Background: an optimization exercise with open tools, aiming at small area, a short achievable clock period and few clock cycles. Do not read the settings as production practice. Function was checked by simulation only, so behaviour that the tests miss may differ from the original.

## run A
## conv_window_unit
module conv_window_unit(clk, reset, in_valid, in_ready, window, filter, filterSize,
		out_valid, value);
For scale: about 840 I/O pins, ~81000 µm² of cells after synthesis.
clock: 120.0 ns
lec_check: 0
cap_margin: 20
core_margin: 2
core_utilization: 40
cts_cluster_diameter: 100
cts_cluster_size: 30
slew_margin: 20
synth_hierarchical: 1
synth_minimum_keep_size: 0
standard.sh (not shown) runs the stock make flow with config.mk's settings and CLKGATE_MAP_FILE= SYNTH_SCRIPT=/design/flow/synth_recipe.tcl, a recipe that flattens the netlist after the stock synthesis.
==> flow/flow/run.sh <==
#!/bin/bash
# The standard layout (standard.sh, all steps) with these changes:
# - after synthesis, flow/downsize.tcl gives the multiplier cells and the
#   window/filter load multiplexers their smallest drive strength;
# - the port buffers that global placement adds are sky130_fd_sc_hd__buf_1
#   on the inputs and sky130_fd_sc_hd__buf_4 on the outputs (flow/outbuf.tcl)
#   instead of the cell buffer_ports picks by default.
set -euo pipefail
export POST_SYNTH_TCL="$PWD/flow/downsize.tcl"
export PRE_GLOBAL_PLACE_TCL="$PWD/flow/outbuf.tcl"
export BUFFER_PORTS_ARGS="-inputs -buffer_cell sky130_fd_sc_hd__buf_1"
bash standard.sh finish > standard_finish.log 2>&1
==> flow/flow/outbuf.tcl <==
# Run by ORFS before global placement (PRE_GLOBAL_PLACE_TCL): buffers the
# output ports with sky130_fd_sc_hd__buf_4, which drives the port wire and
# load faster than buf_1; the input ports are buffered right after this by
# global_place.tcl's own buffer_ports call (BUFFER_PORTS_ARGS -inputs).
buffer_ports -outputs -buffer_cell sky130_fd_sc_hd__buf_4
Other scripts of this flow, unchanged in this note and not shown: flow/flow/downsize.tcl
Testbench counts of run A, summed over its fixed seeds: cycles 4,973.
What run B does differently from run A at the input level:
Settings: CORE_UTILIZATION now 75, was 40; PLACE_DENSITY now 0.85, previously not set.
==> flow/flow/run.sh <==
#!/bin/bash
# The standard layout (standard.sh, all steps) with these changes:
# - after synthesis, flow/downsize.tcl gives the multiplier cells and the
#   window/filter load multiplexers their smallest drive strength;
# - the port buffers that global placement adds are sky130_fd_sc_hd__buf_1
#   instead of the cell buffer_ports picks by default, and before placement
#   repair flow/outbuf.tcl makes those on the output ports buf_4.
set -euo pipefail
export POST_SYNTH_TCL="$PWD/flow/downsize.tcl"
export PRE_RESIZE_TCL="$PWD/flow/outbuf.tcl"
export BUFFER_PORTS_ARGS="-buffer_cell sky130_fd_sc_hd__buf_1"
bash standard.sh finish > standard_finish.log 2>&1
==> flow/flow/outbuf.tcl <==
# Run by ORFS before placement repair (PRE_RESIZE_TCL): the buffers that
# buffer_ports put on the output ports (buf_1, see run.sh) become buf_4,
# which drive the port wire and load faster, and the flip-flops that drive
# those buffers get the drive strength 4 (same cell type) for the wire from
# the flip-flop to the buffer. Detailed placement, which comes later,
# legalizes them.
set db [ord::get_db]
set block [ord::get_db_block]
set buf4 [$db findMaster sky130_fd_sc_hd__buf_4]
set n 0
set nff 0
foreach bt [$block getBTerms] {
  if { [$bt getIoType] ne "OUTPUT" } { continue }
  set net [$bt getNet]
  if { $net eq "NULL" } { continue }
  foreach it [$net getITerms] {
    if { ![$it isOutputSignal] } { continue }
    set inst [$it getInst]
    if { [[$inst getMaster] getName] ne "sky130_fd_sc_hd__buf_1" } { continue }
    $inst swapMaster $buf4
    incr n
    # the flip-flop that drives the buffer
    foreach bit [$inst getITerms] {
      if { ![$bit isInputSignal] } { continue }
      set inet [$bit getNet]
      if { $inet eq "NULL" } { continue }
      foreach dit [$inet getITerms] {
        if { ![$dit isOutputSignal] } { continue }
        set ff [$dit getInst]
        set fm [[$ff getMaster] getName]
        if { [regexp {^(sky130_fd_sc_hd__dfxtp)_[12]$} $fm -> base] } {
          $ff swapMaster [$db findMaster ${base}_4]
          incr nff
        }
      }
    }
  }
}
puts "outbuf: $n output port buffers are now buf_4, $nff flip-flops driving them are now dfxtp_4"
[summary]
Cells: run B has fewer instances than run A. The final layout from run B, which completed every stage, passed the timing, DRC and antenna checks at the end of the flow. Measured against run A, the wire length reported by the detailed router of run B comes out at 0.942 times the reference value. From run A to run B the numbers moved as follows: maximum number of pins on one net before global-route repair shows an increase of about 9%; final setup slack of the worst path now sits higher.
What run C does differently from run B at the input level:
Settings: swapping 75 for 40 in CORE_UTILIZATION; clearing PLACE_DENSITY, which used to be 0.85.
==> flow/flow/outbuf.tcl <==
# Run by ORFS before placement repair (PRE_RESIZE_TCL): the buffers that
# buffer_ports put on the output ports (buf_1, see run.sh) become buf_4,
# which drive the port wire and load faster. Detailed placement, which comes
# later, legalizes them.
set db [ord::get_db]
set block [ord::get_db_block]
set buf4 [$db findMaster sky130_fd_sc_hd__buf_4]
set n 0
foreach bt [$block getBTerms] {
  if { [$bt getIoType] ne "OUTPUT" } { continue }
  set net [$bt getNet]
  if { $net eq "NULL" } { continue }
  foreach it [$net getITerms] {
    if { ![$it isOutputSignal] } { continue }
    set inst [$it getInst]
    if { [[$inst getMaster] getName] eq "sky130_fd_sc_hd__buf_1" } {
      $inst swapMaster $buf4
      incr n
    }
  }
}
puts "outbuf: $n output port buffers are now buf_4"
### Flow results
- First element of the critical path = acc[15]$_DFF_P_: run B; first element of the critical path = acc[6]$_DFF_P_: run C
- Looking at end point of the critical path, the value[6] result is from run C; the value[15] one comes from run B.
- Run C vs run B on total wirelength of the detailed-routed design: run C is the higher one.
- [compare] base=run B new=run C: fraction of final layout cells sized beyond drive strength 1 picked up an extra 0.28 points.
- Looking only at final core utilization, and setting everything else aside, the higher value of run B and run C goes to run B.
> inputs changed (run C -> run D)
Settings: PLACE_DENSITY now 0.72, previously not set; CORE_UTILIZATION now 60, was 40.
Findings:
- Looking at final area across run D and run C, the one that comes out lower is run D.
- Final worst setup slack in run D is 0.093 ns higher than in run C
- Of run D and run C, run D shows the higher sequential share of layout area, with run C below it.
- Run C → run D: final cell count without fillers went down.
Modified inputs, run E compared to run D
Settings: clearing CTS_CLUSTER_SIZE, which used to be 30; clearing CTS_CLUSTER_DIAMETER, which used to be 100; clearing PLACE_DENSITY, which used to be 0.72; swapping 60 for 40 in CORE_UTILIZATION.
==> flow/flow/run.sh <==
#!/bin/bash
# The standard layout (standard.sh, all steps) with these changes:
# - after synthesis, flow/downsize.tcl gives the multiplier cells and the
#   window/filter load multiplexers their smallest drive strength;
# - the port buffers that global placement adds are sky130_fd_sc_hd__buf_1
#   on the inputs and sky130_fd_sc_hd__buf_4 on the outputs (flow/outbuf.tcl)
#   instead of the cell buffer_ports picks by default.
set -euo pipefail
export POST_SYNTH_TCL="$PWD/flow/downsize.tcl"
export PRE_GLOBAL_PLACE_TCL="$PWD/flow/outbuf.tcl"
export BUFFER_PORTS_ARGS="-inputs -buffer_cell sky130_fd_sc_hd__buf_1"
bash standard.sh finish > standard_finish.log 2>&1
==> flow/flow/outbuf.tcl <==
# Run by ORFS before global placement (PRE_GLOBAL_PLACE_TCL): buffers the
# output ports with sky130_fd_sc_hd__buf_4, which drives the port wire and
# load faster than buf_1; the input ports are buffered right after this by
# global_place.tcl's own buffer_ports call (BUFFER_PORTS_ARGS -inputs).
buffer_ports -outputs -buffer_cell sky130_fd_sc_hd__buf_4
## What came out
Floorplan die area delta (run E − run D): unfavourable
Compared with run D, run E shows a clock buffer instance count of the final layout that is 93 higher.
Via density per instance was higher in run D than in run E.
From run D to run E the numbers moved as follows: port buffer count comparable.
Relative to run E, the following input files were edited for run F:
Settings: CTS_CLUSTER_SIZE: unset -> 30; CAP_MARGIN: 20 -> 10; CTS_CLUSTER_DIAMETER: unset -> 100; SLEW_MARGIN: 20 -> 10.
==> flow/flow/run.sh <==
#!/bin/bash
# The standard layout (standard.sh, all steps) with these changes:
# - after synthesis, flow/downsize.tcl gives the multiplier cells and the
#   window/filter load multiplexers their smallest drive strength;
# - the port buffers that global placement adds are sky130_fd_sc_hd__buf_1
#   instead of the cell buffer_ports picks by default, and before placement
#   repair flow/outbuf.tcl makes those on the output ports buf_4.
set -euo pipefail
export POST_SYNTH_TCL="$PWD/flow/downsize.tcl"
export PRE_RESIZE_TCL="$PWD/flow/outbuf.tcl"
export BUFFER_PORTS_ARGS="-buffer_cell sky130_fd_sc_hd__buf_1"
bash standard.sh finish > standard_finish.log 2>&1
==> flow/flow/outbuf.tcl <==
# Run by ORFS before placement repair (PRE_RESIZE_TCL): the buffers that
# buffer_ports put on the output ports (buf_1, see run.sh) become buf_4,
# which drive the port wire and load faster. Detailed placement, which comes
# later, legalizes them.
set db [ord::get_db]
set block [ord::get_db_block]
set buf4 [$db findMaster sky130_fd_sc_hd__buf_4]
set n 0
foreach bt [$block getBTerms] {
  if { [$bt getIoType] ne "OUTPUT" } { continue }
  set net [$bt getNet]
  if { $net eq "NULL" } { continue }
  foreach it [$net getITerms] {
    if { ![$it isOutputSignal] } { continue }
    set inst [$it getInst]
    if { [[$inst getMaster] getName] eq "sky130_fd_sc_hd__buf_1" } {
      $inst swapMaster $buf4
      incr n
    }
  }
}
puts "outbuf: $n output port buffers are now buf_4"
### Flow results
Looking at capture point of the critical path, the value[6] result is from run F; the value[9] one comes from run E. Relative to run E, number of global-route vias before repair decreased by about 0.8% in run F. The clock buffer count reported for run F is smaller than that of run E by 60%. Between run E and run F, the maximum frequency figures differ only marginally. Compared with run E, in run F via count moved down; register-to-register slack moved up; final net count moved down; growth of design area from synthesis to finish moved down. [compare] base=run E new=run F: wire length of the first global-routing pass lost about 0.6%, routed wire length -2.6 mm.

## port drivers added, routing unchanged
How much do the figures lean on ideal ports? The routed layouts below were timed once more, with nothing changed but the port constraints.
Step 1: set_driving_cell puts a clkbuf_16 on clk and a buf_2 on each other input, an assumption about the parent block.
Step 2 also shifts input and output timing later by t, the mid clock arrival at the registers, as if the neighbouring blocks saw the same clock.
a / b / c = no drivers / after step 1 / after step 2; a / b = the first two.
run	t, ns	setup slack, ns	worst data-port slew with drivers (ns)
run A	0.803	94.576 / 94.489 / 95.292	0.12
run B	0.746	94.760 / 94.680 / 95.353	0.10
run C	0.803	94.539 / 94.451 / 95.254	0.11
run D	0.746	94.632 / 94.547 / 95.250	0.10
run E	0.845	94.556 / 94.473 / 95.318	0.11
run F	0.805	94.514 / 94.425 / 95.230	0.11
After both steps setup and hold are still met in every run listed.
